This design comes from an exercise in tuning for small area on the open sky130 flow, not from production work.
In this exercise RTL edits were held to simulation tests only and were not proved equivalent to the original.
No driver is modelled on the clock port, so clocking that relies on it looks cheaper here than on a real chip.
Power and IR drop assume default switching activity.

### flow/synth_dont_use.txt
sky130_fd_sc_hd__probe_p_8 sky130_fd_sc_hd__probec_p_8 sky130_fd_sc_hd__lpflow_bleeder_1 sky130_fd_sc_hd__lpflow_clkbufkapwr_1 sky130_fd_sc_hd__lpflow_clkbufkapwr_16 sky130_fd_sc_hd__lpflow_clkbufkapwr_2 sky130_fd_sc_hd__lpflow_clkbufkapwr_4 sky130_fd_sc_hd__lpflow_clkbufkapwr_8 sky130_fd_sc_hd__lpflow_clkinvkapwr_1 sky130_fd_sc_hd__lpflow_clkinvkapwr_16 sky130_fd_sc_hd__lpflow_clkinvkapwr_2 sky130_fd_sc_hd__lpflow_clkinvkapwr_4 sky130_fd_sc_hd__lpflow_clkinvkapwr_8 sky130_fd_sc_hd__lpflow_decapkapwr_12 sky130_fd_sc_hd__lpflow_decapkapwr_3 sky130_fd_sc_hd__lpflow_decapkapwr_4 sky130_fd_sc_hd__lpflow_decapkapwr_6 sky130_fd_sc_hd__lpflow_decapkapwr_8 sky130_fd_sc_hd__lpflow_inputiso0n_1 sky130_fd_sc_hd__lpflow_inputiso0p_1 sky130_fd_sc_hd__lpflow_inputiso1n_1 sky130_fd_sc_hd__lpflow_inputiso1p_1 sky130_fd_sc_hd__lpflow_inputisolatch_1 sky130_fd_sc_hd__lpflow_isobufsrc_1 sky130_fd_sc_hd__lpflow_isobufsrc_16 sky130_fd_sc_hd__lpflow_isobufsrc_2 sky130_fd_sc_hd__lpflow_isobufsrc_4 sky130_fd_sc_hd__lpflow_isobufsrc_8 sky130_fd_sc_hd__lpflow_isobufsrckapwr_16 sky130_fd_sc_hd__lpflow_lsbuf_lh_hl_isowell_tap_1 sky130_fd_sc_hd__lpflow_lsbuf_lh_hl_isowell_tap_2 sky130_fd_sc_hd__lpflow_lsbuf_lh_hl_isowell_tap_4 sky130_fd_sc_hd__lpflow_lsbuf_lh_isowell_4 sky130_fd_sc_hd__lpflow_lsbuf_lh_isowell_tap_1 sky130_fd_sc_hd__lpflow_lsbuf_lh_isowell_tap_2 sky130_fd_sc_hd__lpflow_lsbuf_lh_isowell_tap_4 sky130_fd_sc_hd__a2111o_2 sky130_fd_sc_hd__a2111o_4 sky130_fd_sc_hd__a2111oi_2 sky130_fd_sc_hd__a2111oi_4 sky130_fd_sc_hd__a211o_2 sky130_fd_sc_hd__a211o_4 sky130_fd_sc_hd__a211oi_2 sky130_fd_sc_hd__a211oi_4 sky130_fd_sc_hd__a21bo_2 sky130_fd_sc_hd__a21bo_4 sky130_fd_sc_hd__a21boi_2 sky130_fd_sc_hd__a21boi_4 sky130_fd_sc_hd__a21o_2 sky130_fd_sc_hd__a21o_4 sky130_fd_sc_hd__a21oi_2 sky130_fd_sc_hd__a21oi_4 sky130_fd_sc_hd__a221o_2 sky130_fd_sc_hd__a221o_4 sky130_fd_sc_hd__a221oi_2 sky130_fd_sc_hd__a221oi_4 sky130_fd_sc_hd__a22o_2 sky130_fd_sc_hd__a22o_4 sky130_fd_sc_hd__a22oi_2 sky130_fd_sc_hd__a22oi_4 sky130_fd_sc_hd__a2bb2o_2 sky130_fd_sc_hd__a2bb2o_4 sky130_fd_sc_hd__a2bb2oi_2 sky130_fd_sc_hd__a2bb2oi_4 sky130_fd_sc_hd__a311o_2 sky130_fd_sc_hd__a311o_4 sky130_fd_sc_hd__a311oi_2 sky130_fd_sc_hd__a311oi_4 sky130_fd_sc_hd__a31o_2 sky130_fd_sc_hd__a31o_4 sky130_fd_sc_hd__a31oi_2 sky130_fd_sc_hd__a31oi_4 sky130_fd_sc_hd__a32o_2 sky130_fd_sc_hd__a32o_4 sky130_fd_sc_hd__a32oi_2 sky130_fd_sc_hd__a32oi_4 sky130_fd_sc_hd__a41o_2 sky130_fd_sc_hd__a41o_4 sky130_fd_sc_hd__a41oi_2 sky130_fd_sc_hd__a41oi_4 sky130_fd_sc_hd__and2_2 sky130_fd_sc_hd__and2_4 sky130_fd_sc_hd__and2b_2 sky130_fd_sc_hd__and2b_4 sky130_fd_sc_hd__and3_2 sky130_fd_sc_hd__and3_4 sky130_fd_sc_hd__and3b_2 sky130_fd_sc_hd__and3b_4 sky130_fd_sc_hd__and4_2 sky130_fd_sc_hd__and4_4 sky130_fd_sc_hd__and4b_2 sky130_fd_sc_hd__and4b_4 sky130_fd_sc_hd__and4bb_2 sky130_fd_sc_hd__and4bb_4 sky130_fd_sc_hd__buf_12 sky130_fd_sc_hd__buf_16 sky130_fd_sc_hd__buf_2 sky130_fd_sc_hd__buf_6 sky130_fd_sc_hd__buf_8 sky130_fd_sc_hd__bufbuf_16 sky130_fd_sc_hd__bufbuf_8 sky130_fd_sc_hd__bufinv_16 sky130_fd_sc_hd__bufinv_8 sky130_fd_sc_hd__clkbuf_16 sky130_fd_sc_hd__clkbuf_2 sky130_fd_sc_hd__clkbuf_4 sky130_fd_sc_hd__clkbuf_8 sky130_fd_sc_hd__clkdlybuf4s15_2 sky130_fd_sc_hd__clkdlybuf4s18_2 sky130_fd_sc_hd__clkdlybuf4s25_2 sky130_fd_sc_hd__clkdlybuf4s50_2 sky130_fd_sc_hd__clkinv_16 sky130_fd_sc_hd__clkinv_2 sky130_fd_sc_hd__clkinv_4 sky130_fd_sc_hd__clkinv_8 sky130_fd_sc_hd__clkinvlp_2 sky130_fd_sc_hd__clkinvlp_4 sky130_fd_sc_hd__decap_12 sky130_fd_sc_hd__decap_3 sky130_fd_sc_hd__decap_4 sky130_fd_sc_hd__decap_6 sky130_fd_sc_hd__decap_8 sky130_fd_sc_hd__dfbbn_2 sky130_fd_sc_hd__dfrbp_2 sky130_fd_sc_hd__dfrtp_2 sky130_fd_sc_hd__dfrtp_4 sky130_fd_sc_hd__dfsbp_2 sky130_fd_sc_hd__dfstp_2 sky130_fd_sc_hd__dfstp_4 sky130_fd_sc_hd__dfxbp_2 sky130_fd_sc_hd__dfxtp_2 sky130_fd_sc_hd__dfxtp_4 sky130_fd_sc_hd__diode_2 sky130_fd_sc_hd__dlclkp_2 sky130_fd_sc_hd__dlclkp_4 sky130_fd_sc_hd__dlrbn_2 sky130_fd_sc_hd__dlrbp_2 sky130_fd_sc_hd__dlrtn_2 sky130_fd_sc_hd__dlrtn_4 sky130_fd_sc_hd__dlrtp_2 sky130_fd_sc_hd__dlrtp_4 sky130_fd_sc_hd__dlxbn_2 sky130_fd_sc_hd__dlxtn_2 sky130_fd_sc_hd__dlxtn_4 sky130_fd_sc_hd__ebufn_2 sky130_fd_sc_hd__ebufn_4 sky130_fd_sc_hd__ebufn_8 sky130_fd_sc_hd__einvn_2 sky130_fd_sc_hd__einvn_4 sky130_fd_sc_hd__einvn_8 sky130_fd_sc_hd__einvp_2 sky130_fd_sc_hd__einvp_4 sky130_fd_sc_hd__einvp_8 sky130_fd_sc_hd__fa_2 sky130_fd_sc_hd__fa_4 sky130_fd_sc_hd__ha_2 sky130_fd_sc_hd__ha_4 sky130_fd_sc_hd__inv_12 sky130_fd_sc_hd__inv_16 sky130_fd_sc_hd__inv_2 sky130_fd_sc_hd__inv_4 sky130_fd_sc_hd__inv_6 sky130_fd_sc_hd__inv_8 sky130_fd_sc_hd__maj3_2 sky130_fd_sc_hd__maj3_4 sky130_fd_sc_hd__mux2_2 sky130_fd_sc_hd__mux2_4 sky130_fd_sc_hd__mux2_8 sky130_fd_sc_hd__mux2i_2 sky130_fd_sc_hd__mux2i_4 sky130_fd_sc_hd__mux4_2 sky130_fd_sc_hd__mux4_4 sky130_fd_sc_hd__nand2_2 sky130_fd_sc_hd__nand2_4 sky130_fd_sc_hd__nand2_8 sky130_fd_sc_hd__nand2b_2 sky130_fd_sc_hd__nand2b_4 sky130_fd_sc_hd__nand3_2 sky130_fd_sc_hd__nand3_4 sky130_fd_sc_hd__nand3b_2 sky130_fd_sc_hd__nand3b_4 sky130_fd_sc_hd__nand4_2 sky130_fd_sc_hd__nand4_4 sky130_fd_sc_hd__nand4b_2 sky130_fd_sc_hd__nand4b_4 sky130_fd_sc_hd__nand4bb_2 sky130_fd_sc_hd__nand4bb_4 sky130_fd_sc_hd__nor2_2 sky130_fd_sc_hd__nor2_4 sky130_fd_sc_hd__nor2_8 sky130_fd_sc_hd__nor2b_2 sky130_fd_sc_hd__nor2b_4 sky130_fd_sc_hd__nor3_2 sky130_fd_sc_hd__nor3_4 sky130_fd_sc_hd__nor3b_2 sky130_fd_sc_hd__nor3b_4 sky130_fd_sc_hd__nor4_2 sky130_fd_sc_hd__nor4_4 sky130_fd_sc_hd__nor4b_2 sky130_fd_sc_hd__nor4b_4 sky130_fd_sc_hd__nor4bb_2 sky130_fd_sc_hd__nor4bb_4 sky130_fd_sc_hd__o2111a_2 sky130_fd_sc_hd__o2111a_4 sky130_fd_sc_hd__o2111ai_2 sky130_fd_sc_hd__o2111ai_4 sky130_fd_sc_hd__o211a_2 sky130_fd_sc_hd__o211a_4 sky130_fd_sc_hd__o211ai_2 sky130_fd_sc_hd__o211ai_4 sky130_fd_sc_hd__o21a_2 sky130_fd_sc_hd__o21a_4 sky130_fd_sc_hd__o21ai_2 sky130_fd_sc_hd__o21ai_4 sky130_fd_sc_hd__o21ba_2 sky130_fd_sc_hd__o21ba_4 sky130_fd_sc_hd__o21bai_2 sky130_fd_sc_hd__o21bai_4 sky130_fd_sc_hd__o221a_2 sky130_fd_sc_hd__o221a_4 sky130_fd_sc_hd__o221ai_2 sky130_fd_sc_hd__o221ai_4 sky130_fd_sc_hd__o22a_2 sky130_fd_sc_hd__o22a_4 sky130_fd_sc_hd__o22ai_2 sky130_fd_sc_hd__o22ai_4 sky130_fd_sc_hd__o2bb2a_2 sky130_fd_sc_hd__o2bb2a_4 sky130_fd_sc_hd__o2bb2ai_2 sky130_fd_sc_hd__o2bb2ai_4 sky130_fd_sc_hd__o311a_2 sky130_fd_sc_hd__o311a_4 sky130_fd_sc_hd__o311ai_2 sky130_fd_sc_hd__o311ai_4 sky130_fd_sc_hd__o31a_2 sky130_fd_sc_hd__o31a_4 sky130_fd_sc_hd__o31ai_2 sky130_fd_sc_hd__o31ai_4 sky130_fd_sc_hd__o32a_2 sky130_fd_sc_hd__o32a_4 sky130_fd_sc_hd__o32ai_2 sky130_fd_sc_hd__o32ai_4 sky130_fd_sc_hd__o41a_2 sky130_fd_sc_hd__o41a_4 sky130_fd_sc_hd__o41ai_2 sky130_fd_sc_hd__o41ai_4 sky130_fd_sc_hd__or2_2 sky130_fd_sc_hd__or2_4 sky130_fd_sc_hd__or2b_2 sky130_fd_sc_hd__or2b_4 sky130_fd_sc_hd__or3_2 sky130_fd_sc_hd__or3_4 sky130_fd_sc_hd__or3b_2 sky130_fd_sc_hd__or3b_4 sky130_fd_sc_hd__or4_2 sky130_fd_sc_hd__or4_4 sky130_fd_sc_hd__or4b_2 sky130_fd_sc_hd__or4b_4 sky130_fd_sc_hd__or4bb_2 sky130_fd_sc_hd__or4bb_4 sky130_fd_sc_hd__sdfbbn_2 sky130_fd_sc_hd__sdfrbp_2 sky130_fd_sc_hd__sdfrtp_2 sky130_fd_sc_hd__sdfrtp_4 sky130_fd_sc_hd__sdfsbp_2 sky130_fd_sc_hd__sdfstp_2 sky130_fd_sc_hd__sdfstp_4 sky130_fd_sc_hd__sdfxbp_2 sky130_fd_sc_hd__sdfxtp_2 sky130_fd_sc_hd__sdfxtp_4 sky130_fd_sc_hd__sdlclkp_2 sky130_fd_sc_hd__sdlclkp_4 sky130_fd_sc_hd__sedfxbp_2 sky130_fd_sc_hd__sedfxtp_2 sky130_fd_sc_hd__sedfxtp_4 sky130_fd_sc_hd__xnor2_2 sky130_fd_sc_hd__xnor2_4 sky130_fd_sc_hd__xnor3_2 sky130_fd_sc_hd__xnor3_4 sky130_fd_sc_hd__xor2_2 sky130_fd_sc_hd__xor2_4 sky130_fd_sc_hd__xor3_2 sky130_fd_sc_hd__xor3_4
### standard.sh
#!/bin/bash
# synth_recipe.tcl (not shown) runs the flow's synth.tcl, then flattens the netlist and writes it again
# the make line also repeats each setting of config.mk as NAME=value (left out here)
make -C /OpenROAD-flow-scripts/flow DESIGN_CONFIG=/design/flow/config.mk WORK_HOME=/design/flow/orfs CLKGATE_MAP_FILE= SYNTH_SCRIPT=/design/flow/synth_recipe.tcl "${@:-finish}"
### flow/clk_size.tcl
# Sizes each clock buffer to the smallest clkbuf that keeps the slew at the
# pins it drives under a target, leaves first, then re-legalizes placement.
read_db $::env(ODB_IN)
read_liberty $::env(LIB)
read_sdc $::env(SDC_IN)
source $::env(PLATFORM_DIR)/setRC.tcl
set_propagated_clock [all_clocks]
estimate_parasitics -placement
set target $::env(CLK_SLEW_TARGET)
set sizes {sky130_fd_sc_hd__clkbuf_1 sky130_fd_sc_hd__clkbuf_2 sky130_fd_sc_hd__clkbuf_4 sky130_fd_sc_hd__clkbuf_8 sky130_fd_sc_hd__clkbuf_16}
proc load_slew {inst} {
  set mx 0
  set out [get_pins -of_objects [get_cells $inst] -filter "direction == output"]
  set net [get_nets -of_objects $out]
  foreach p [get_pins -of_objects $net -filter "direction == input"] {
    set s [get_property $p slew_max]
    if {$s > $mx} { set mx $s }
  }
  return $mx
}
proc drives_flops {inst} {
  set out [get_pins -of_objects [get_cells $inst] -filter "direction == output"]
  set net [get_nets -of_objects $out]
  foreach p [get_pins -of_objects $net -filter "direction == input"] {
    if {[string match *CLK [get_full_name $p]]} { return 1 }
  }
  return 0
}
set bufs {}
foreach i [get_cells -hierarchical *] {
  if {[string match *clkbuf* [get_property $i ref_name]]} { lappend bufs [get_full_name $i] }
}
set leaves {}; set others {}
foreach b $bufs { if {[drives_flops $b]} { lappend leaves $b } else { lappend others $b } }
foreach pass {1 2} {
  foreach b [concat $leaves $others] {
    set t [expr {[lsearch $leaves $b] >= 0 ? $target : $::env(CLK_ROOT_SLEW_TARGET)}]
    foreach s $sizes {
      replace_cell [get_cells $b] [get_lib_cells */$s]
      estimate_parasitics -placement
      if {[load_slew $b] <= $t} { break }
    }
    puts "clock buffer $b: [get_property [get_cells $b] ref_name] slew [load_slew $b]"
  }
}
detailed_placement
check_placement
estimate_parasitics -placement
set mx 0
foreach p [get_pins -hierarchical */CLK] { set s [get_property $p slew_max]; if {$s > $mx} {set mx $s} }
puts "max flop clock slew $mx"
write_db $::env(ODB_OUT)
### constraint.sdc
create_clock -name core_clock -period 4.5 [get_ports {clk}]
set_input_delay 0.9000 -clock core_clock [delete_from_list [all_inputs] [get_ports {clk}]]
set_output_delay 0.9000 -clock core_clock [all_outputs]
set_load 0.01 [all_outputs]
### config.mk
export PLATFORM = sky130hd
export DESIGN_NAME = ALU_top
export DESIGN_NICKNAME = ALU_top
export VERILOG_FILES = /design/flow/design.v
export SDC_FILE = /design/flow/constraint.sdc
export NUM_CORES = 4
export LEC_CHECK = 0
export CAP_MARGIN = 0
export CORE_MARGIN = 2
export CORE_UTILIZATION = 70
export SLEW_MARGIN = 0
export SYNTH_HIERARCHICAL = 1
export SYNTH_MINIMUM_KEEP_SIZE = 1
### flow/run.sh
#!/bin/bash
# The standard layout (standard.sh), with these changes:
#  - synthesis maps to the x1 (or x0) size of every cell: the platform's
#    don't-use list plus the larger sizes (flow/synth_dont_use.txt); ABC
#    otherwise upsizes the one-gate modules for a load they do not have.
#    Placement and timing repair may still use every size;
#  - the port buffers are the smallest buffer cell (buf_1);
#  - clock tree: clkbuf_4 buffers and no dummy loads, then each clock buffer
#    is sized to the smallest clkbuf that keeps the slew at the flip-flop
#    clock pins under 120 ps (flow/clk_size.tcl).
# Each step's output goes to a log file of its own here; ORFS's own logs are
# under orfs/logs.
set -euo pipefail
R=orfs/results/sky130hd/ALU_top/base
bash standard.sh synth "DONT_USE_CELLS=$(cat flow/synth_dont_use.txt)" > synth.log 2>&1
export BUFFER_PORTS_ARGS="-buffer_cell sky130_fd_sc_hd__buf_1"
export CTS_ARGS="-sink_clustering_enable -repair_clock_nets -dont_use_dummy_load -buf_list sky130_fd_sc_hd__clkbuf_4"
bash standard.sh cts > place_cts.log 2>&1
ODB_IN=$R/4_cts.odb ODB_OUT=$R/4_cts.odb SDC_IN=$R/4_cts.sdc \
  LIB=$FLOW_HOME/platforms/sky130hd/lib/sky130_fd_sc_hd__tt_025C_1v80.lib \
  PLATFORM_DIR=$FLOW_HOME/platforms/sky130hd CLK_SLEW_TARGET=0.120 CLK_ROOT_SLEW_TARGET=0.25 \
  openroad -no_splash -exit flow/clk_size.tcl > clk_size.log 2>&1
bash standard.sh > route_finish.log 2>&1
### design.v
`timescale 1ns / 1ps
module ALU_top(
    input clk,
    input [31:0] a,
    input [31:0] b,
    input [3:0] f,
    output reg [31:0] y,
    output reg [3:0] zero
    );
    reg  [31:0] a_r, b_r;
    reg  [3:0]  f_r;
    wire [31:0] y_c;
    wire [3:0]  zero_c;
    ALU u_alu(.a(a_r), .b(b_r), .f(f_r), .y(y_c), .zero(zero_c));
    always @(posedge clk) begin
        a_r  <= a;
        b_r  <= b;
        f_r  <= f;
        y    <= y_c;
        zero <= zero_c;
    end
endmodule

`timescale 1ns / 1ps
module ALU(
   input signed [31:0] a, b,
   input [3:0] f,
   output signed [31:0] y,
   output [3:0] zero
   );
   wire bb0, p0, g0, bb1, pn1, gn1, bb2, p2, g2, bb3, pn3, gn3, bb4, p4, g4, bb5, pn5, gn5, qn0, yb0, cn1, l1, q1, y1, c2, qn2, y2, cn3, l3, q3, y3, c4, qn4, y4, cn5, l5, q5, y5, c6, bb6, p6, g6, bb7, pn7, gn7, bb8, p8, g8, bb9, pn9, gn9, bb10, p10, g10, bb11, pn11, gn11, bb12, p12, g12, bb13, pn13, gn13, qn6, y6, cn7, l7, q7, y7, c8, qn8, y8, cn9, l9, q9, y9, c10, qn10, y10, cn11, l11, q11, y11, c12, qn12, y12, cn13, l13, q13, y13, gx6, G6_7, Gn6_8, G6_9, Gn6_10, G6_11, Gn6_12, G6_13, Px6, Pw6, P6, Cn14, bb14, pn14, gn14, bb15, p15, g15, bb16, pn16, gn16, bb17, p17, g17, bb18, pn18, gn18, bb19, p19, g19, l14, q14, y14, c15, qn15, y15, cn16, l16, q16, y16, c17, qn17, y17, cn18, l18, q18, y18, c19, qn19, y19, gx14, Gn14_15, G14_16, Gn14_17, G14_18, Gn14_19, Px14, Pw14, Pn14, C20, bb20, p20, g20, bb21, pn21, gn21, bb22, p22, g22, bb23, pn23, gn23, bb24, p24, g24, qn20, y20, cn21, l21, q21, y21, c22, qn22, y22, cn23, l23, q23, y23, c24, qn24, y24, gx20, G20_21, Gn20_22, G20_23, Gn20_24, Px20, Pw20, P20, Cn25, bb25, pn25, gn25, bb26, p26, g26, bb27, pn27, gn27, bb28, p28, g28, l25, q25, y25, c26, qn26, y26, cn27, l27, q27, y27, c28, qn28, y28, gx25, Gn25_26, G25_27, Gn25_28, Px25, Pw25, Pn25, C29, bb29, p29, g29, bb30, pn30, gn30, bb31, p31, g31, qn29, y29, cn30, l30, q30, y30, c31, qn31, y31, cn32, slt, y0, z0, z1, z2, z3, z4, z5, z6, z7, m1, m2, zr;
   wire K1, K2, K3, K1n, K2n, K3n, S7;
   alu_ctrl u_ctrl (.f(f), .K1(K1), .K2(K2), .K3(K3), .K1n(K1n), .K2n(K2n), .K3n(K3n), .S7(S7));
   g_xor2 u_bb0 (.a(b[0]), .b(f[2]), .y(bb0));
   g_xor2 u_p0 (.a(a[0]), .b(bb0), .y(p0));
   g_and2 u_g0 (.a(a[0]), .b(bb0), .y(g0));
   g_xor2 u_bb1 (.a(b[1]), .b(f[2]), .y(bb1));
   g_xnor2 u_pn1 (.a(a[1]), .b(bb1), .y(pn1));
   g_nand2 u_gn1 (.a(a[1]), .b(bb1), .y(gn1));
   g_xor2 u_bb2 (.a(b[2]), .b(f[2]), .y(bb2));
   g_xor2 u_p2 (.a(a[2]), .b(bb2), .y(p2));
   g_and2 u_g2 (.a(a[2]), .b(bb2), .y(g2));
   g_xor2 u_bb3 (.a(b[3]), .b(f[2]), .y(bb3));
   g_xnor2 u_pn3 (.a(a[3]), .b(bb3), .y(pn3));
   g_nand2 u_gn3 (.a(a[3]), .b(bb3), .y(gn3));
   g_xor2 u_bb4 (.a(b[4]), .b(f[2]), .y(bb4));
   g_xor2 u_p4 (.a(a[4]), .b(bb4), .y(p4));
   g_and2 u_g4 (.a(a[4]), .b(bb4), .y(g4));
   g_xor2 u_bb5 (.a(b[5]), .b(f[2]), .y(bb5));
   g_xnor2 u_pn5 (.a(a[5]), .b(bb5), .y(pn5));
   g_nand2 u_gn5 (.a(a[5]), .b(bb5), .y(gn5));
   g_a222oi u_qn0 (.a1(K1), .a2(f[2]), .b1(K2), .b2(g0), .c1(K3), .c2(p0), .y(qn0));
   g_xnor2 u_yb0 (.a(p0), .b(qn0), .y(yb0));
   g_a21oi u_cn1 (.a1(p0), .a2(f[2]), .b1(g0), .y(cn1));
   g_o22ai u_l1 (.a1(K2n), .a2(gn1), .b1(K3n), .b2(pn1), .y(l1));
   g_o21bai u_q1 (.a1(K1n), .a2(cn1), .b1n(l1), .y(q1));
   g_xnor2 u_y1 (.a(pn1), .b(q1), .y(y1));
   g_o21ai u_c2 (.a1(pn1), .a2(cn1), .b1(gn1), .y(c2));
   g_a222oi u_qn2 (.a1(K1), .a2(c2), .b1(K2), .b2(g2), .c1(K3), .c2(p2), .y(qn2));
   g_xnor2 u_y2 (.a(p2), .b(qn2), .y(y2));
   g_a21oi u_cn3 (.a1(p2), .a2(c2), .b1(g2), .y(cn3));
   g_o22ai u_l3 (.a1(K2n), .a2(gn3), .b1(K3n), .b2(pn3), .y(l3));
   g_o21bai u_q3 (.a1(K1n), .a2(cn3), .b1n(l3), .y(q3));
   g_xnor2 u_y3 (.a(pn3), .b(q3), .y(y3));
   g_o21ai u_c4 (.a1(pn3), .a2(cn3), .b1(gn3), .y(c4));
   g_a222oi u_qn4 (.a1(K1), .a2(c4), .b1(K2), .b2(g4), .c1(K3), .c2(p4), .y(qn4));
   g_xnor2 u_y4 (.a(p4), .b(qn4), .y(y4));
   g_a21oi u_cn5 (.a1(p4), .a2(c4), .b1(g4), .y(cn5));
   g_o22ai u_l5 (.a1(K2n), .a2(gn5), .b1(K3n), .b2(pn5), .y(l5));
   g_o21bai u_q5 (.a1(K1n), .a2(cn5), .b1n(l5), .y(q5));
   g_xnor2 u_y5 (.a(pn5), .b(q5), .y(y5));
   g_o21ai u_c6 (.a1(pn5), .a2(cn5), .b1(gn5), .y(c6));
   g_xor2 u_bb6 (.a(b[6]), .b(f[2]), .y(bb6));
   g_xor2 u_p6 (.a(a[6]), .b(bb6), .y(p6));
   g_and2 u_g6 (.a(a[6]), .b(bb6), .y(g6));
   g_xor2 u_bb7 (.a(b[7]), .b(f[2]), .y(bb7));
   g_xnor2 u_pn7 (.a(a[7]), .b(bb7), .y(pn7));
   g_nand2 u_gn7 (.a(a[7]), .b(bb7), .y(gn7));
   g_xor2 u_bb8 (.a(b[8]), .b(f[2]), .y(bb8));
   g_xor2 u_p8 (.a(a[8]), .b(bb8), .y(p8));
   g_and2 u_g8 (.a(a[8]), .b(bb8), .y(g8));
   g_xor2 u_bb9 (.a(b[9]), .b(f[2]), .y(bb9));
   g_xnor2 u_pn9 (.a(a[9]), .b(bb9), .y(pn9));
   g_nand2 u_gn9 (.a(a[9]), .b(bb9), .y(gn9));
   g_xor2 u_bb10 (.a(b[10]), .b(f[2]), .y(bb10));
   g_xor2 u_p10 (.a(a[10]), .b(bb10), .y(p10));
   g_and2 u_g10 (.a(a[10]), .b(bb10), .y(g10));
   g_xor2 u_bb11 (.a(b[11]), .b(f[2]), .y(bb11));
   g_xnor2 u_pn11 (.a(a[11]), .b(bb11), .y(pn11));
   g_nand2 u_gn11 (.a(a[11]), .b(bb11), .y(gn11));
   g_xor2 u_bb12 (.a(b[12]), .b(f[2]), .y(bb12));
   g_xor2 u_p12 (.a(a[12]), .b(bb12), .y(p12));
   g_and2 u_g12 (.a(a[12]), .b(bb12), .y(g12));
   g_xor2 u_bb13 (.a(b[13]), .b(f[2]), .y(bb13));
   g_xnor2 u_pn13 (.a(a[13]), .b(bb13), .y(pn13));
   g_nand2 u_gn13 (.a(a[13]), .b(bb13), .y(gn13));
   g_a222oi u_qn6 (.a1(K1), .a2(c6), .b1(K2), .b2(g6), .c1(K3), .c2(p6), .y(qn6));
   g_xnor2 u_y6 (.a(p6), .b(qn6), .y(y6));
   g_a21oi u_cn7 (.a1(p6), .a2(c6), .b1(g6), .y(cn7));
   g_o22ai u_l7 (.a1(K2n), .a2(gn7), .b1(K3n), .b2(pn7), .y(l7));
   g_o21bai u_q7 (.a1(K1n), .a2(cn7), .b1n(l7), .y(q7));
   g_xnor2 u_y7 (.a(pn7), .b(q7), .y(y7));
   g_o21ai u_c8 (.a1(pn7), .a2(cn7), .b1(gn7), .y(c8));
   g_a222oi u_qn8 (.a1(K1), .a2(c8), .b1(K2), .b2(g8), .c1(K3), .c2(p8), .y(qn8));
   g_xnor2 u_y8 (.a(p8), .b(qn8), .y(y8));
   g_a21oi u_cn9 (.a1(p8), .a2(c8), .b1(g8), .y(cn9));
   g_o22ai u_l9 (.a1(K2n), .a2(gn9), .b1(K3n), .b2(pn9), .y(l9));
   g_o21bai u_q9 (.a1(K1n), .a2(cn9), .b1n(l9), .y(q9));
   g_xnor2 u_y9 (.a(pn9), .b(q9), .y(y9));
   g_o21ai u_c10 (.a1(pn9), .a2(cn9), .b1(gn9), .y(c10));
   g_a222oi u_qn10 (.a1(K1), .a2(c10), .b1(K2), .b2(g10), .c1(K3), .c2(p10), .y(qn10));
   g_xnor2 u_y10 (.a(p10), .b(qn10), .y(y10));
   g_a21oi u_cn11 (.a1(p10), .a2(c10), .b1(g10), .y(cn11));
   g_o22ai u_l11 (.a1(K2n), .a2(gn11), .b1(K3n), .b2(pn11), .y(l11));
   g_o21bai u_q11 (.a1(K1n), .a2(cn11), .b1n(l11), .y(q11));
   g_xnor2 u_y11 (.a(pn11), .b(q11), .y(y11));
   g_o21ai u_c12 (.a1(pn11), .a2(cn11), .b1(gn11), .y(c12));
   g_a222oi u_qn12 (.a1(K1), .a2(c12), .b1(K2), .b2(g12), .c1(K3), .c2(p12), .y(qn12));
   g_xnor2 u_y12 (.a(p12), .b(qn12), .y(y12));
   g_a21oi u_cn13 (.a1(p12), .a2(c12), .b1(g12), .y(cn13));
   g_o22ai u_l13 (.a1(K2n), .a2(gn13), .b1(K3n), .b2(pn13), .y(l13));
   g_o21bai u_q13 (.a1(K1n), .a2(cn13), .b1n(l13), .y(q13));
   g_xnor2 u_y13 (.a(pn13), .b(q13), .y(y13));
   g_nand2 u_gx6 (.a(a[6]), .b(bb6), .y(gx6));
   g_o21ai u_G6_7 (.a1(pn7), .a2(gx6), .b1(gn7), .y(G6_7));
   g_a21oi u_Gn6_8 (.a1(p8), .a2(G6_7), .b1(g8), .y(Gn6_8));
   g_o21ai u_G6_9 (.a1(pn9), .a2(Gn6_8), .b1(gn9), .y(G6_9));
   g_a21oi u_Gn6_10 (.a1(p10), .a2(G6_9), .b1(g10), .y(Gn6_10));
   g_o21ai u_G6_11 (.a1(pn11), .a2(Gn6_10), .b1(gn11), .y(G6_11));
   g_a21oi u_Gn6_12 (.a1(p12), .a2(G6_11), .b1(g12), .y(Gn6_12));
   g_o21ai u_G6_13 (.a1(pn13), .a2(Gn6_12), .b1(gn13), .y(G6_13));
   g_nand4 u_Px6 (.a(p6), .b(p8), .c(p10), .d(p12), .y(Px6));
   g_nor4 u_Pw6 (.a(pn7), .b(pn9), .c(pn11), .d(pn13), .y(Pw6));
   g_nor2b u_P6 (.a(Px6), .bn(Pw6), .y(P6));
   g_a21oi u_Cn14 (.a1(P6), .a2(c6), .b1(G6_13), .y(Cn14));
   g_xor2 u_bb14 (.a(b[14]), .b(f[2]), .y(bb14));
   g_xnor2 u_pn14 (.a(a[14]), .b(bb14), .y(pn14));
   g_nand2 u_gn14 (.a(a[14]), .b(bb14), .y(gn14));
   g_xor2 u_bb15 (.a(b[15]), .b(f[2]), .y(bb15));
   g_xor2 u_p15 (.a(a[15]), .b(bb15), .y(p15));
   g_and2 u_g15 (.a(a[15]), .b(bb15), .y(g15));
   g_xor2 u_bb16 (.a(b[16]), .b(f[2]), .y(bb16));
   g_xnor2 u_pn16 (.a(a[16]), .b(bb16), .y(pn16));
   g_nand2 u_gn16 (.a(a[16]), .b(bb16), .y(gn16));
   g_xor2 u_bb17 (.a(b[17]), .b(f[2]), .y(bb17));
   g_xor2 u_p17 (.a(a[17]), .b(bb17), .y(p17));
   g_and2 u_g17 (.a(a[17]), .b(bb17), .y(g17));
   g_xor2 u_bb18 (.a(b[18]), .b(f[2]), .y(bb18));
   g_xnor2 u_pn18 (.a(a[18]), .b(bb18), .y(pn18));
   g_nand2 u_gn18 (.a(a[18]), .b(bb18), .y(gn18));
   g_xor2 u_bb19 (.a(b[19]), .b(f[2]), .y(bb19));
   g_xor2 u_p19 (.a(a[19]), .b(bb19), .y(p19));
   g_and2 u_g19 (.a(a[19]), .b(bb19), .y(g19));
   g_o22ai u_l14 (.a1(K2n), .a2(gn14), .b1(K3n), .b2(pn14), .y(l14));
   g_o21bai u_q14 (.a1(K1n), .a2(Cn14), .b1n(l14), .y(q14));
   g_xnor2 u_y14 (.a(pn14), .b(q14), .y(y14));
   g_o21ai u_c15 (.a1(pn14), .a2(Cn14), .b1(gn14), .y(c15));
   g_a222oi u_qn15 (.a1(K1), .a2(c15), .b1(K2), .b2(g15), .c1(K3), .c2(p15), .y(qn15));
   g_xnor2 u_y15 (.a(p15), .b(qn15), .y(y15));
   g_a21oi u_cn16 (.a1(p15), .a2(c15), .b1(g15), .y(cn16));
   g_o22ai u_l16 (.a1(K2n), .a2(gn16), .b1(K3n), .b2(pn16), .y(l16));
   g_o21bai u_q16 (.a1(K1n), .a2(cn16), .b1n(l16), .y(q16));
   g_xnor2 u_y16 (.a(pn16), .b(q16), .y(y16));
   g_o21ai u_c17 (.a1(pn16), .a2(cn16), .b1(gn16), .y(c17));
   g_a222oi u_qn17 (.a1(K1), .a2(c17), .b1(K2), .b2(g17), .c1(K3), .c2(p17), .y(qn17));
   g_xnor2 u_y17 (.a(p17), .b(qn17), .y(y17));
   g_a21oi u_cn18 (.a1(p17), .a2(c17), .b1(g17), .y(cn18));
   g_o22ai u_l18 (.a1(K2n), .a2(gn18), .b1(K3n), .b2(pn18), .y(l18));
   g_o21bai u_q18 (.a1(K1n), .a2(cn18), .b1n(l18), .y(q18));
   g_xnor2 u_y18 (.a(pn18), .b(q18), .y(y18));
   g_o21ai u_c19 (.a1(pn18), .a2(cn18), .b1(gn18), .y(c19));
   g_a222oi u_qn19 (.a1(K1), .a2(c19), .b1(K2), .b2(g19), .c1(K3), .c2(p19), .y(qn19));
   g_xnor2 u_y19 (.a(p19), .b(qn19), .y(y19));
   g_and2 u_gx14 (.a(a[14]), .b(bb14), .y(gx14));
   g_a21oi u_Gn14_15 (.a1(p15), .a2(gx14), .b1(g15), .y(Gn14_15));
   g_o21ai u_G14_16 (.a1(pn16), .a2(Gn14_15), .b1(gn16), .y(G14_16));
   g_a21oi u_Gn14_17 (.a1(p17), .a2(G14_16), .b1(g17), .y(Gn14_17));
   g_o21ai u_G14_18 (.a1(pn18), .a2(Gn14_17), .b1(gn18), .y(G14_18));
   g_a21oi u_Gn14_19 (.a1(p19), .a2(G14_18), .b1(g19), .y(Gn14_19));
   g_nand3 u_Px14 (.a(p15), .b(p17), .c(p19), .y(Px14));
   g_nor3 u_Pw14 (.a(pn14), .b(pn16), .c(pn18), .y(Pw14));
   g_nand2b u_Pn14 (.an(Px14), .b(Pw14), .y(Pn14));
   g_o21ai u_C20 (.a1(Pn14), .a2(Cn14), .b1(Gn14_19), .y(C20));
   g_xor2 u_bb20 (.a(b[20]), .b(f[2]), .y(bb20));
   g_xor2 u_p20 (.a(a[20]), .b(bb20), .y(p20));
   g_and2 u_g20 (.a(a[20]), .b(bb20), .y(g20));
   g_xor2 u_bb21 (.a(b[21]), .b(f[2]), .y(bb21));
   g_xnor2 u_pn21 (.a(a[21]), .b(bb21), .y(pn21));
   g_nand2 u_gn21 (.a(a[21]), .b(bb21), .y(gn21));
   g_xor2 u_bb22 (.a(b[22]), .b(f[2]), .y(bb22));
   g_xor2 u_p22 (.a(a[22]), .b(bb22), .y(p22));
   g_and2 u_g22 (.a(a[22]), .b(bb22), .y(g22));
   g_xor2 u_bb23 (.a(b[23]), .b(f[2]), .y(bb23));
   g_xnor2 u_pn23 (.a(a[23]), .b(bb23), .y(pn23));
   g_nand2 u_gn23 (.a(a[23]), .b(bb23), .y(gn23));
   g_xor2 u_bb24 (.a(b[24]), .b(f[2]), .y(bb24));
   g_xor2 u_p24 (.a(a[24]), .b(bb24), .y(p24));
   g_and2 u_g24 (.a(a[24]), .b(bb24), .y(g24));
   g_a222oi u_qn20 (.a1(K1), .a2(C20), .b1(K2), .b2(g20), .c1(K3), .c2(p20), .y(qn20));
   g_xnor2 u_y20 (.a(p20), .b(qn20), .y(y20));
   g_a21oi u_cn21 (.a1(p20), .a2(C20), .b1(g20), .y(cn21));
   g_o22ai u_l21 (.a1(K2n), .a2(gn21), .b1(K3n), .b2(pn21), .y(l21));
   g_o21bai u_q21 (.a1(K1n), .a2(cn21), .b1n(l21), .y(q21));
   g_xnor2 u_y21 (.a(pn21), .b(q21), .y(y21));
   g_o21ai u_c22 (.a1(pn21), .a2(cn21), .b1(gn21), .y(c22));
   g_a222oi u_qn22 (.a1(K1), .a2(c22), .b1(K2), .b2(g22), .c1(K3), .c2(p22), .y(qn22));
   g_xnor2 u_y22 (.a(p22), .b(qn22), .y(y22));
   g_a21oi u_cn23 (.a1(p22), .a2(c22), .b1(g22), .y(cn23));
   g_o22ai u_l23 (.a1(K2n), .a2(gn23), .b1(K3n), .b2(pn23), .y(l23));
   g_o21bai u_q23 (.a1(K1n), .a2(cn23), .b1n(l23), .y(q23));
   g_xnor2 u_y23 (.a(pn23), .b(q23), .y(y23));
   g_o21ai u_c24 (.a1(pn23), .a2(cn23), .b1(gn23), .y(c24));
   g_a222oi u_qn24 (.a1(K1), .a2(c24), .b1(K2), .b2(g24), .c1(K3), .c2(p24), .y(qn24));
   g_xnor2 u_y24 (.a(p24), .b(qn24), .y(y24));
   g_nand2 u_gx20 (.a(a[20]), .b(bb20), .y(gx20));
   g_o21ai u_G20_21 (.a1(pn21), .a2(gx20), .b1(gn21), .y(G20_21));
   g_a21oi u_Gn20_22 (.a1(p22), .a2(G20_21), .b1(g22), .y(Gn20_22));
   g_o21ai u_G20_23 (.a1(pn23), .a2(Gn20_22), .b1(gn23), .y(G20_23));
   g_a21oi u_Gn20_24 (.a1(p24), .a2(G20_23), .b1(g24), .y(Gn20_24));
   g_nand3 u_Px20 (.a(p20), .b(p22), .c(p24), .y(Px20));
   g_nor2 u_Pw20 (.a(pn21), .b(pn23), .y(Pw20));
   g_nor2b u_P20 (.a(Px20), .bn(Pw20), .y(P20));
   g_a21boi u_Cn25 (.a1(P20), .a2(C20), .b1n(Gn20_24), .y(Cn25));
   g_xor2 u_bb25 (.a(b[25]), .b(f[2]), .y(bb25));
   g_xnor2 u_pn25 (.a(a[25]), .b(bb25), .y(pn25));
   g_nand2 u_gn25 (.a(a[25]), .b(bb25), .y(gn25));
   g_xor2 u_bb26 (.a(b[26]), .b(f[2]), .y(bb26));
   g_xor2 u_p26 (.a(a[26]), .b(bb26), .y(p26));
   g_and2 u_g26 (.a(a[26]), .b(bb26), .y(g26));
   g_xor2 u_bb27 (.a(b[27]), .b(f[2]), .y(bb27));
   g_xnor2 u_pn27 (.a(a[27]), .b(bb27), .y(pn27));
   g_nand2 u_gn27 (.a(a[27]), .b(bb27), .y(gn27));
   g_xor2 u_bb28 (.a(b[28]), .b(f[2]), .y(bb28));
   g_xor2 u_p28 (.a(a[28]), .b(bb28), .y(p28));
   g_and2 u_g28 (.a(a[28]), .b(bb28), .y(g28));
   g_o22ai u_l25 (.a1(K2n), .a2(gn25), .b1(K3n), .b2(pn25), .y(l25));
   g_o21bai u_q25 (.a1(K1n), .a2(Cn25), .b1n(l25), .y(q25));
   g_xnor2 u_y25 (.a(pn25), .b(q25), .y(y25));
   g_o21ai u_c26 (.a1(pn25), .a2(Cn25), .b1(gn25), .y(c26));
   g_a222oi u_qn26 (.a1(K1), .a2(c26), .b1(K2), .b2(g26), .c1(K3), .c2(p26), .y(qn26));
   g_xnor2 u_y26 (.a(p26), .b(qn26), .y(y26));
   g_a21oi u_cn27 (.a1(p26), .a2(c26), .b1(g26), .y(cn27));
   g_o22ai u_l27 (.a1(K2n), .a2(gn27), .b1(K3n), .b2(pn27), .y(l27));
   g_o21bai u_q27 (.a1(K1n), .a2(cn27), .b1n(l27), .y(q27));
   g_xnor2 u_y27 (.a(pn27), .b(q27), .y(y27));
   g_o21ai u_c28 (.a1(pn27), .a2(cn27), .b1(gn27), .y(c28));
   g_a222oi u_qn28 (.a1(K1), .a2(c28), .b1(K2), .b2(g28), .c1(K3), .c2(p28), .y(qn28));
   g_xnor2 u_y28 (.a(p28), .b(qn28), .y(y28));
   g_and2 u_gx25 (.a(a[25]), .b(bb25), .y(gx25));
   g_a21oi u_Gn25_26 (.a1(p26), .a2(gx25), .b1(g26), .y(Gn25_26));
   g_o21ai u_G25_27 (.a1(pn27), .a2(Gn25_26), .b1(gn27), .y(G25_27));
   g_a21oi u_Gn25_28 (.a1(p28), .a2(G25_27), .b1(g28), .y(Gn25_28));
   g_nand2 u_Px25 (.a(p26), .b(p28), .y(Px25));
   g_nor2 u_Pw25 (.a(pn25), .b(pn27), .y(Pw25));
   g_nand2b u_Pn25 (.an(Px25), .b(Pw25), .y(Pn25));
   g_o21ai u_C29 (.a1(Pn25), .a2(Cn25), .b1(Gn25_28), .y(C29));
   g_xor2 u_bb29 (.a(b[29]), .b(f[2]), .y(bb29));
   g_xor2 u_p29 (.a(a[29]), .b(bb29), .y(p29));
   g_and2 u_g29 (.a(a[29]), .b(bb29), .y(g29));
   g_xor2 u_bb30 (.a(b[30]), .b(f[2]), .y(bb30));
   g_xnor2 u_pn30 (.a(a[30]), .b(bb30), .y(pn30));
   g_nand2 u_gn30 (.a(a[30]), .b(bb30), .y(gn30));
   g_xor2 u_bb31 (.a(b[31]), .b(f[2]), .y(bb31));
   g_xor2 u_p31 (.a(a[31]), .b(bb31), .y(p31));
   g_and2 u_g31 (.a(a[31]), .b(bb31), .y(g31));
   g_a222oi u_qn29 (.a1(K1), .a2(C29), .b1(K2), .b2(g29), .c1(K3), .c2(p29), .y(qn29));
   g_xnor2 u_y29 (.a(p29), .b(qn29), .y(y29));
   g_a21oi u_cn30 (.a1(p29), .a2(C29), .b1(g29), .y(cn30));
   g_o22ai u_l30 (.a1(K2n), .a2(gn30), .b1(K3n), .b2(pn30), .y(l30));
   g_o21bai u_q30 (.a1(K1n), .a2(cn30), .b1n(l30), .y(q30));
   g_xnor2 u_y30 (.a(pn30), .b(q30), .y(y30));
   g_o21ai u_c31 (.a1(pn30), .a2(cn30), .b1(gn30), .y(c31));
   g_a222oi u_qn31 (.a1(K1), .a2(c31), .b1(K2), .b2(g31), .c1(K3), .c2(p31), .y(qn31));
   g_xnor2 u_y31 (.a(p31), .b(qn31), .y(y31));
   g_a21oi u_cn32 (.a1(p31), .a2(c31), .b1(g31), .y(cn32));
   g_xnor2 u_slt (.a(p31), .b(cn32), .y(slt));
   g_a21o u_y0 (.a1(S7), .a2(slt), .b1(yb0), .y(y0));
   g_nor4 u_z0 (.a(y1), .b(y2), .c(y3), .d(y4), .y(z0));
   g_nor4 u_z1 (.a(y5), .b(y6), .c(y7), .d(y8), .y(z1));
   g_nor4 u_z2 (.a(y9), .b(y10), .c(y11), .d(y12), .y(z2));
   g_nor4 u_z3 (.a(y13), .b(y14), .c(y15), .d(y16), .y(z3));
   g_nor4 u_z4 (.a(y17), .b(y18), .c(y19), .d(y20), .y(z4));
   g_nor4 u_z5 (.a(y21), .b(y22), .c(y23), .d(y24), .y(z5));
   g_nor4 u_z6 (.a(y25), .b(y26), .c(y27), .d(y28), .y(z6));
   g_nor2 u_z7 (.a(y29), .b(y30), .y(z7));
   g_nand4 u_m1 (.a(z0), .b(z1), .c(z2), .d(z3), .y(m1));
   g_nand4 u_m2 (.a(z4), .b(z5), .c(z6), .d(z7), .y(m2));
   g_nor4 u_zr (.a(m1), .b(m2), .c(y31), .d(y0), .y(zr));
   assign y = {y31, y30, y29, y28, y27, y26, y25, y24, y23, y22, y21, y20, y19, y18, y17, y16, y15, y14, y13, y12, y11, y10, y9, y8, y7, y6, y5, y4, y3, y2, y1, y0};
   assign zero = {3'b000, zr};
endmodule
module alu_ctrl(input [3:0] f, output K1, K2, K3, K1n, K2n, K3n, S7);
   assign K1 = ~f[3] & f[1] & ~f[0];
   assign K2 = ~f[3] & ~f[1];
   assign K3 = f[3] | (~f[1] & ~f[0]) | (f[2] & f[1] & f[0]);
   assign K1n = ~(~f[3] & f[1] & ~f[0]);
   assign K2n = ~(~f[3] & ~f[1]);
   assign K3n = ~(f[3] | (~f[1] & ~f[0]) | (f[2] & f[1] & f[0]));
   assign S7 = ~f[3] & f[2] & f[1] & f[0];
endmodule
module g_a21boi(input a1, a2, b1n, output y);
   assign y = ~((a1 & a2) | ~b1n);
endmodule
module g_a21o(input a1, a2, b1, output y);
   assign y = (a1 & a2) | b1;
endmodule
module g_a21oi(input a1, a2, b1, output y);
   assign y = ~((a1 & a2) | b1);
endmodule
module g_a222oi(input a1, a2, b1, b2, c1, c2, output y);
   assign y = ~((a1 & a2) | (b1 & b2) | (c1 & c2));
endmodule
module g_and2(input a, b, output y);
   assign y = ~(~a | ~b);
endmodule
module g_nand2(input a, b, output y);
   assign y = ~(a & b);
endmodule
module g_nand2b(input an, b, output y);
   assign y = ~(~an & b);
endmodule
module g_nand3(input a, b, c, output y);
   assign y = ~(a & b & c);
endmodule
module g_nand4(input a, b, c, d, output y);
   assign y = ~(a & b & c & d);
endmodule
module g_nor2(input a, b, output y);
   assign y = ~(a | b);
endmodule
module g_nor2b(input a, bn, output y);
   assign y = ~(a | ~bn);
endmodule
module g_nor3(input a, b, c, output y);
   assign y = ~(a | b | c);
endmodule
module g_nor4(input a, b, c, d, output y);
   assign y = ~(a | b | c | d);
endmodule
module g_o21ai(input a1, a2, b1, output y);
   assign y = ~((a1 | a2) & b1);
endmodule
module g_o21bai(input a1, a2, b1n, output y);
   assign y = ~((a1 | a2) & ~b1n);
endmodule
module g_o22ai(input a1, a2, b1, b2, output y);
   assign y = ~((a1 | a2) & (b1 | b2));
endmodule
module g_xnor2(input a, b, output y);
   assign y = (a & b) | (~a & ~b);
endmodule
module g_xor2(input a, b, output y);
   assign y = (a & ~b) | (~a & b);
endmodule
==> reports/metrics.yaml, run 1 <==
hold_viol: 0
finalWirelength_um: 8770
drcViolationCount: 0
end_kind: "flop"
vias: 3265
pwr_density_cell_nw_per_um2: 446
period_minus_slack_ps: 4190
syn_area_um2: 3900
cts_htree_levels: 3
design.core.area_um2: 5440
final_antenna_net_count: 0
io_pins: 105
ys.flop_type: "dfxtp_1"
avgSynthCellArea_um2: 10.6
leakage_nw: 1.68
netlist.area_leader.share_pct: 51.8
cp_slowest_cell: "dfxtp_4"
final_cell_area_um2: 4540
run_status: "timing/DRC/antenna clean"
place.gp.congestion: 0.853
async_flop_share_pct: 0
synth.distinct_cells: 27
rows: 27
min_period_over_period_pct: 93.0
dpl_cell_area_um2: 4410
slowest_delay_ps: 410
setup_tns_ps: 0
yosysSeqAreaShare_pct: 51.8
drv_cap: 0
path_cells: "xor2_1 -> xor2_1 -> a21oi_1 -> o21ai_1 -> a21oi_1 -> o21ai_1 -> a21oi_1 -> o21ai_1 -> a21oi_1 -> o21ai_1 -> a21oi_1 -> o21ai_1 -> a21oi_1 -> o21ai_1 -> a222oi_1 -> xnor2_1 -> nor4_1 -> nand4_1 -> nor4_1"
ys.warnings.count: 7
tightest_slew_ps: 723
path_class: "flop to flop"
vias_per_cell: 5.88
dp.final_hpwl_um: 6230
crit_fanout: 9
grt_pass1_vias: 3136
syn_inst: 369
drive_gt1_share_pct: 4.97
hold-worst-slack_ps: 542
fillCellCount: 338
synth_largest_area_cell: "dfxtp_1"
root_buffer: "clkbuf_4"
rsz0062_at_grt: "false"
cts_hold_buf: 0
drv_slew: 0
worst_setup_path_start_kind: "flop"
dr.pass1.iters: 6
relSlewSlack_pct: 51.5
port_buffers: 101
cts_post_setup_buffers_inserted: 0
grt.overflow.total: 0
setup_viol: 0
fmax_mhz: 239
ys_top_cells_by_area: "dfxtp_1 52%, xor2_1 11%, xnor2_1 11%"
clock_skew_ps: 34.7
antenna_found_initial: 0
hp-class: "primary input to flop"
required_ps: 4820
insertion_delay_ps: 440
grt_pass1_wl_um: 13800
n_antenna_cell: 0
fp.dieArea_um2: 6190
routedWlPerCell_um: 15.8
cts_buffer_depth: 2
drt_iter0_drc: 321
synth_seq_cells: 101
die_h_um: 78.7
ir_drop_v: 0.000327
track_usage_pct: 28.8
area_growth_pct: 16.4
path_delay_family: "compound AO/OA/AOI/OAI gates"
fin_nets: 554
grt_max_degree: 19
cts.sinks: 101
worstPathArrival_ps: 4500
path_buf_inv: 0
synth_enable_flop_cells: 0
cts_inserted_buffers: 9
path_clk_slew_ps: 110
die_w_um: 78.7
start_util_pct: 71.8
cts_tree: "built"
==> where the power goes <==
group	switching, W	internal (W)	total, W
sequential	0.0000487	0.00102	0.00107
combinational	0.000350	0.000228	0.000577
clock	0.000248	0.000131	0.000379
total	0.000647	0.00138	0.00203
==> logic make-up after synthesis <==
group / synth area share (%)
other cells: 0.0960
xor+xnor: 21.8
flops: 51.8
buf+inv: 0.769
compound gates: 16.4
simple gates: 9.16
==> layer usage <==
layer | vias up | part of all wire [%] | wire, um | global-route usage, %
li1 | 1541 | - | - | -
met1 | 1511 | 38 | 3320 | 32.2
met2 | 183 | 52 | 4530 | 52.1
met3 | 30 | 8.0 | 698 | 8.07
met4 | 0 | 2.5 | 219 | 10.7
met5 | - | 0 | 0 | 0
==> layout by cell type, fill, tap and decap left out, types with 2 or more instances in the layout <==
master | netlist | routed
a21oi_1 | 25 | 24
a222oi_1 | 17 | 17
and2_1 | 19 | 19
buf_1 | 0 | 101
buf_4 | 3 | 5
clkbuf_4 | 0 | 5
clkbuf_8 | 0 | 4
conb_1 | 1 | 3
dfxtp_1 | 101 | 100
inv_1 | 2 | 2
nand2_1 | 18 | 18
nand2b_1 | 2 | 2
nand3_1 | 2 | 2
nand4_1 | 3 | 3
nor2_1 | 4 | 4
nor2b_1 | 2 | 2
nor4_1 | 9 | 6
nor4_2 | 0 | 3
o21ai_1 | 25 | 25
o21bai_1 | 15 | 15
o22ai_1 | 15 | 15
xnor2_1 | 48 | 46
xnor2_2 | 0 | 2
xor2_1 | 49 | 49
==> through the flow <==
| stage | cells | power (W) | setup WS (ps) | util (%) |
|---|---|---|---|---|
| floorplan | 371 | 0.00147 | 473 | - |
| global placement | 546 | 0.00162 | 477 | 81.0 |
| detailed placement | 546 | 0.00164 | 279 | 81.0 |
| CTS | 555 | 0.00197 | 250 | 82.3 |
| global route | 555 | 0.00213 | 9.31 | 83.6 |
| finish | 555 | 0.00203 | 315 | 83.6 |
==> Yosys cell counts, types with 2 or more instances <==
| cell | number |
|---|---|
| nor3_1 | 2 |
| o21bai_1 | 15 |
| a222oi_1 | 17 |
| nand2_1 | 18 |
| inv_1 | 2 |
| buf_4 | 3 |
| xor2_1 | 49 |
| nand4_1 | 3 |
| and2_1 | 19 |
| nor2b_1 | 2 |
| o21ai_1 | 25 |
| xnor2_1 | 48 |
| nor2_1 | 4 |
| nand3_1 | 2 |
| dfxtp_1 | 101 |
| nand2b_1 | 2 |
| nor4_1 | 9 |
| o22ai_1 | 15 |
| a21oi_1 | 25 |
==> sequential cells by signal, indices dropped and copies added (netlist names) <==
name / count
f_r: 4
b_r: 32
y: 32
a_r: 32
zero: 1
==> cell type report <==
cell class,instances,area (um2),share of cell area [%]
timing repair buffer,106,417,9.17
multi-input combinational,265,1910,42.1
inverter,2,7.51,0.165
clock buffer,9,92.6,2.04
tap,72,90.1,1.98
sequential,101,2030,44.6
==> Yosys stat by module, one instance, submodules excluded, excerpt <==
module    flip-flops and latches  cells inside  cell area, um2
g_a21o                         0             1            7.51
g_nand2                        0             1            3.75
g_a222oi                       0             1            10.0
g_xor2                         0             1            8.76
g_a21boi                       0             1            7.51
g_nand2b                       0             1            6.26
g_o21bai                       0             1            7.51
g_nor4                         0             1            6.26
g_o22ai                        0             1            6.26
g_a21oi                        0             1            5.00
g_nor2b                        0             1            6.26
g_nor2                         0             1            3.75
g_nor3                         0             1            5.00
g_and2                         0             1            6.26
ALU_top                      101           105            2050
g_nand4                        0             1            6.26
==> worst paths after layout <==
| kind | slack [ps] | depth (start not counted) | endpoint | startpoint |
|---|---|---|---|---|
| setup / recovery | 310 | 19 | zero[0]$_DFF_P_ | f_r[2]$_DFF_P_ |
| hold / removal | 540 | 1 | a_r[19]$_DFF_P_ | a[19] |
| hold reg to reg | 650 | 2 | y[24]$_DFF_P_ | a_r[24]$_DFF_P_ |
| setup reg to reg | 310 | 19 | zero[0]$_DFF_P_ | f_r[2]$_DFF_P_ |
==> repair_timing <==
item	in CTS	in global routing
hold endpoints to repair	0	0
gates resized for setup	0	8
setup endpoints to repair	0	1
==> run 2, diff against run 1 <==
--- a/design.v
+++ b/design.v
@@ -28,7 +28,7 @@
    output signed [31:0] y,
    output [3:0] zero
    );
-   wire bb0, p0, g0, bb1, pn1, gn1, bb2, p2, g2, bb3, pn3, gn3, bb4, p4, g4, bb5, pn5, gn5, qn0, yb0, cn1, l1, q1, y1, c2, qn2, y2, cn3, l3, q3, y3, c4, qn4, y4, cn5, l5, q5, y5, c6, bb6, p6, g6, bb7, pn7, gn7, bb8, p8, g8, bb9, pn9, gn9, bb10, p10, g10, bb11, pn11, gn11, bb12, p12, g12, bb13, pn13, gn13, qn6, y6, cn7, l7, q7, y7, c8, qn8, y8, cn9, l9, q9, y9, c10, qn10, y10, cn11, l11, q11, y11, c12, qn12, y12, cn13, l13, q13, y13, gx6, G6_7, Gn6_8, G6_9, Gn6_10, G6_11, Gn6_12, G6_13, Px6, Pw6, P6, Cn14, bb14, pn14, gn14, bb15, p15, g15, bb16, pn16, gn16, bb17, p17, g17, bb18, pn18, gn18, bb19, p19, g19, l14, q14, y14, c15, qn15, y15, cn16, l16, q16, y16, c17, qn17, y17, cn18, l18, q18, y18, c19, qn19, y19, gx14, Gn14_15, G14_16, Gn14_17, G14_18, Gn14_19, Px14, Pw14, Pn14, C20, bb20, p20, g20, bb21, pn21, gn21, bb22, p22, g22, bb23, pn23, gn23, bb24, p24, g24, qn20, y20, cn21, l21, q21, y21, c22, qn22, y22, cn23, l23, q23, y23, c24, qn24, y24, gx20, G20_21, Gn20_22, G20_23, Gn20_24, Px20, Pw20, P20, Cn25, bb25, pn25, gn25, bb26, p26, g26, bb27, pn27, gn27, bb28, p28, g28, l25, q25, y25, c26, qn26, y26, cn27, l27, q27, y27, c28, qn28, y28, gx25, Gn25_26, G25_27, Gn25_28, Px25, Pw25, Pn25, C29, bb29, p29, g29, bb30, pn30, gn30, bb31, p31, g31, qn29, y29, cn30, l30, q30, y30, c31, qn31, y31, cn32, slt, y0, z0, z1, z2, z3, z4, z5, z6, z7, m1, m2, zr;
+   wire bb0, p0, g0, bb1, pn1, gn1, bb2, p2, g2, bb3, pn3, gn3, bb4, p4, g4, bb5, pn5, gn5, qn0, yb0, cn1, l1, q1, y1, c2, qn2, y2, cn3, l3, q3, y3, c4, qn4, y4, cn5, l5, q5, y5, c6, bb6, p6, g6, bb7, pn7, gn7, bb8, p8, g8, bb9, pn9, gn9, bb10, p10, g10, bb11, pn11, gn11, bb12, p12, g12, bb13, pn13, gn13, qn6, y6, cn7, l7, q7, y7, c8, qn8, y8, cn9, l9, q9, y9, c10, qn10, y10, cn11, l11, q11, y11, c12, qn12, y12, cn13, l13, q13, y13, gx6, G6_7, Gn6_8, G6_9, Gn6_10, G6_11, Gn6_12, G6_13, Px6, Pw6, P6, Cn14, bb14, pn14, gn14, bb15, p15, g15, bb16, pn16, gn16, bb17, p17, g17, bb18, pn18, gn18, bb19, p19, g19, l14, q14, y14, c15, qn15, y15, cn16, l16, q16, y16, c17, qn17, y17, cn18, l18, q18, y18, c19, qn19, y19, gx14, Gn14_15, G14_16, Gn14_17, G14_18, Gn14_19, Px14, Pw14, Pn14, C20, bb20, p20, g20, bb21, pn21, gn21, bb22, p22, g22, bb23, pn23, gn23, bb24, p24, g24, qn20, y20, cn21, l21, q21, y21, c22, qn22, y22, cn23, l23, q23, y23, c24, qn24, y24, gx20, G20_21, Gn20_22, G20_23, Gn20_24, Px20, Pw20, P20, Cn25, bb25, pn25, gn25, bb26, p26, g26, bb27, pn27, gn27, bb28, p28, g28, l25, q25, y25, c26, qn26, y26, cn27, l27, q27, y27, c28, qn28, y28, gx25, Gn25_26, G25_27, Gn25_28, Px25, Pw25, Pn25, C29, bb29, p29, g29, bb30, pn30, gn30, bb31, p31, g31, qn29, y29, cn30, l30, q30, y30, c31, qn31, y31, cn32, slt, y0, zf0, zf1, zf2, zf3, zf4, zf5, zf6, zf7, zf8, zf9, zf10, zn0, zn1, zn2, zr;
    wire K1, K2, K3, K1n, K2n, K3n, S7;
    alu_ctrl u_ctrl (.f(f), .K1(K1), .K2(K2), .K3(K3), .K1n(K1n), .K2n(K2n), .K3n(K3n), .S7(S7));
    g_xor2 u_bb0 (.a(b[0]), .b(f[2]), .y(bb0));
@@ -275,17 +275,21 @@
    g_a21oi u_cn32 (.a1(p31), .a2(c31), .b1(g31), .y(cn32));
    g_xnor2 u_slt (.a(p31), .b(cn32), .y(slt));
    g_a21o u_y0 (.a1(S7), .a2(slt), .b1(yb0), .y(y0));
-   g_nor4 u_z0 (.a(y1), .b(y2), .c(y3), .d(y4), .y(z0));
-   g_nor4 u_z1 (.a(y5), .b(y6), .c(y7), .d(y8), .y(z1));
-   g_nor4 u_z2 (.a(y9), .b(y10), .c(y11), .d(y12), .y(z2));
-   g_nor4 u_z3 (.a(y13), .b(y14), .c(y15), .d(y16), .y(z3));
-   g_nor4 u_z4 (.a(y17), .b(y18), .c(y19), .d(y20), .y(z4));
-   g_nor4 u_z5 (.a(y21), .b(y22), .c(y23), .d(y24), .y(z5));
-   g_nor4 u_z6 (.a(y25), .b(y26), .c(y27), .d(y28), .y(z6));
-   g_nor2 u_z7 (.a(y29), .b(y30), .y(z7));
-   g_nand4 u_m1 (.a(z0), .b(z1), .c(z2), .d(z3), .y(m1));
-   g_nand4 u_m2 (.a(z4), .b(z5), .c(z6), .d(z7), .y(m2));
-   g_nor4 u_zr (.a(m1), .b(m2), .c(y31), .d(y0), .y(zr));
+   g_nor2 u_zf0 (.a(y19), .b(y24), .y(zf0));
+   g_nor2 u_zf1 (.a(y28), .b(y31), .y(zf1));
+   g_nor2 u_zf2 (.a(y13), .b(y18), .y(zf2));
+   g_nor2 u_zf3 (.a(y23), .b(y27), .y(zf3));
+   g_nor2 u_zf4 (.a(y30), .b(y12), .y(zf4));
+   g_nor3 u_zf5 (.a(y17), .b(y22), .c(y26), .y(zf5));
+   g_nor3 u_zf6 (.a(y29), .b(y11), .c(y16), .y(zf6));
+   g_nor3 u_zf7 (.a(y21), .b(y25), .c(y10), .y(zf7));
+   g_nor4 u_zf8 (.a(y15), .b(y20), .c(y9), .d(y14), .y(zf8));
+   g_nor4 u_zf9 (.a(y8), .b(y7), .c(y6), .d(y5), .y(zf9));
+   g_nor4 u_zf10 (.a(y4), .b(y3), .c(y2), .d(y1), .y(zf10));
+   g_nand4 u_zn0 (.a(zf0), .b(zf1), .c(zf2), .d(zf3), .y(zn0));
+   g_nand4 u_zn1 (.a(zf4), .b(zf5), .c(zf6), .d(zf7), .y(zn1));
+   g_nand3 u_zn2 (.a(zf8), .b(zf9), .c(zf10), .y(zn2));
+   g_nor4 u_zr (.a(y0), .b(zn0), .c(zn1), .d(zn2), .y(zr));
    assign y = {y31, y30, y29, y28, y27, y26, y25, y24, y23, y22, y21, y20, y19, y18, y17, y16, y15, y14, y13, y12, y11, y10, y9, y8, y7, y6, y5, y4, y3, y2, y1, y0};
    assign zero = {3'b000, zr};
 endmodule
==> config.mk (replaced) <==
export PLATFORM = sky130hd
export DESIGN_NAME = ALU_top
export DESIGN_NICKNAME = ALU_top
export VERILOG_FILES = /design/flow/design.v
export SDC_FILE = /design/flow/constraint.sdc
export NUM_CORES = 4
export LEC_CHECK = 0
export CAP_MARGIN = 20
export CORE_MARGIN = 2
export CORE_UTILIZATION = 80
export SLEW_MARGIN = 20
export SYNTH_HIERARCHICAL = 1
export SYNTH_MINIMUM_KEEP_SIZE = 1
==> reports/metrics.yaml, run 2 <==
run_status: "aborted with a tool error"
failed_stage: "global routing (5_1_grt)"
tool.error: "[ERROR GRT-0232] Routing congestion too high. Check the congestion heatmap in the GUI."
start_util_pct: 82.9
cts.sinks: 101
syn_inst: 373
track_usage_pct: 95.6
synth_enable_flop_cells: 0
grt.overflow.total: 446
async_flop_share_pct: 0
synth_most_common_cell: "dfxtp_1"
cts_buffer_depth: 2
cts_inserted_buffers: 9
place.gp.congestion: 0.905
synth_largest_area_cell: "dfxtp_1"
postGrtWorstEndpoint: "zero[0]$_DFF_P_/D"
syn_area_um2: 3920
root_buffer: "clkbuf_4"
port_buffers: 101
synth_common_cells: "101 x dfxtp_1, 49 x xor2_1, 48 x xnor2_1, 25 x a21oi_1, 25 x o21ai_1"
yosysSeqAreaShare_pct: 51.6
die_w_um: 74.0
grt_max_degree: 18
ys_top_cells_by_area: "dfxtp_1 52%, xor2_1 11%, xnor2_1 11%"
synth.distinct_cells: 27
die_h_um: 74.0
rows: 25
dp.final_hpwl_um: 7650
netlist.area_leader.share_pct: 51.6
synth_seq_cells: 101
avgSynthCellArea_um2: 10.5
cts_htree_levels: 3
worstEpCategory: "sequential cell input"
ys.flop_type: "dfxtp_1"
ys.warnings.count: 7
io_pins: 105
[run 2: cell count changes after synthesis]
| cell | before | now |
|---|---|---|
| nand3_1 | 2 | 3 |
| nor2_1 | 4 | 8 |
| nor3_1 | 2 | 5 |
| nor4_1 | 9 | 5 |
[run 2: cells by family after synthesis]
group / share of synthesized area (%)
other: 0.0958
and+or+nand+nor: 9.40
AOI/OAI and AO/OA: 16.4
xor gates and xnor gates: 21.7
DFF: 51.6
buffers and inverters: 0.767
[run 2: timing repair]
item	in CTS
setup endpoints to repair	1
setup buffers	3
hold buffers	0
gates resized for setup	3
[run 2: metal layers]
layer | track usage (%) | overflow
met5 | 8.33 | 0
met4 | 119 | 131
met3 | 65.0 | 8
met2 | 128 | 304
met1 | 84.6 | 3
[run 2: through the flow]
| stage | instances | setup WS (ps) | hold slack [ps] | instance area (um2) | total power, W |
|---|---|---|---|---|---|
| after global placement | 543 | 574 | 630 | 4400 | 0.00163 |
| after CTS | 555 | 6.54 | 516 | 4500 | 0.00203 |
| after detailed placement | 543 | 113 | 655 | 4400 | 0.00166 |
| after floorplan | 375 | 122 | 592 | 3920 | 0.00147 |
[run 2: worst min path at each step]
stage	cells past startpoint	slack, ps	to	from
floorplan	2	590	y[2]$_DFF_P_	a_r[2]$_DFF_P_
global placement	2	630	y[2]$_DFF_P_	a_r[2]$_DFF_P_
detailed placement	2	650	y[24]$_DFF_P_	a_r[24]$_DFF_P_
CTS	1	520	b_r[15]$_DFF_P_	b[15]
[run 2: power by group through the flow]
stage	combinational [W]	clock (W)	sequential, W
3_5_place_dp	0.000572	0	0.00109
3_3_place_gp	0.000541	0	0.00109
4_1_cts	0.000610	0.000342	0.00108
2_1_floorplan	0.000335	0	0.00114
[run 2: per-module statistics from Yosys (local to each module, per instance), excerpt]
module,cells,area (um2),times used
ALU_top,105,2050,1
alu_ctrl,9,52.6,1
g_a222oi,1,10.0,17
g_xor2,1,8.76,49
g_xnor2,1,8.76,48
g_o21bai,1,7.51,15
g_a21boi,1,7.51,1
g_a21o,1,7.51,1
g_nand2b,1,6.26,2
g_o21ai,1,5.00,25
g_nor3,1,5.00,4
g_nand2,1,3.75,18

-- re-timing with driven ports --
In the flow no input, the clock included, has a driving cell. The finished layout below was timed again as built, in two steps. Step 1: set_driving_cell puts a clkbuf_16 on clk and a buf_2 on each other input, an assumption about the parent block. Step 2 adds t to the input delays and takes it off the output delays; t is the mean of the earliest and latest rising clock arrival at the registers after step 1. Input paths then give back, and output paths get back, about the clock's delay inside the block. Slacks: ideal / step 1 / step 2; pairs: ideal / step 1.
run: run 1
t, ns: 0.448
setup WS [ns]: 0.315 / 0.315 / 0.315
worst slew at a driven data input, ns: 0.04
After both steps run 1 still meets setup and hold. For run 1, drivers alone change the setup slack by 0.000 ns; drivers and shift together by 0.000 ns.
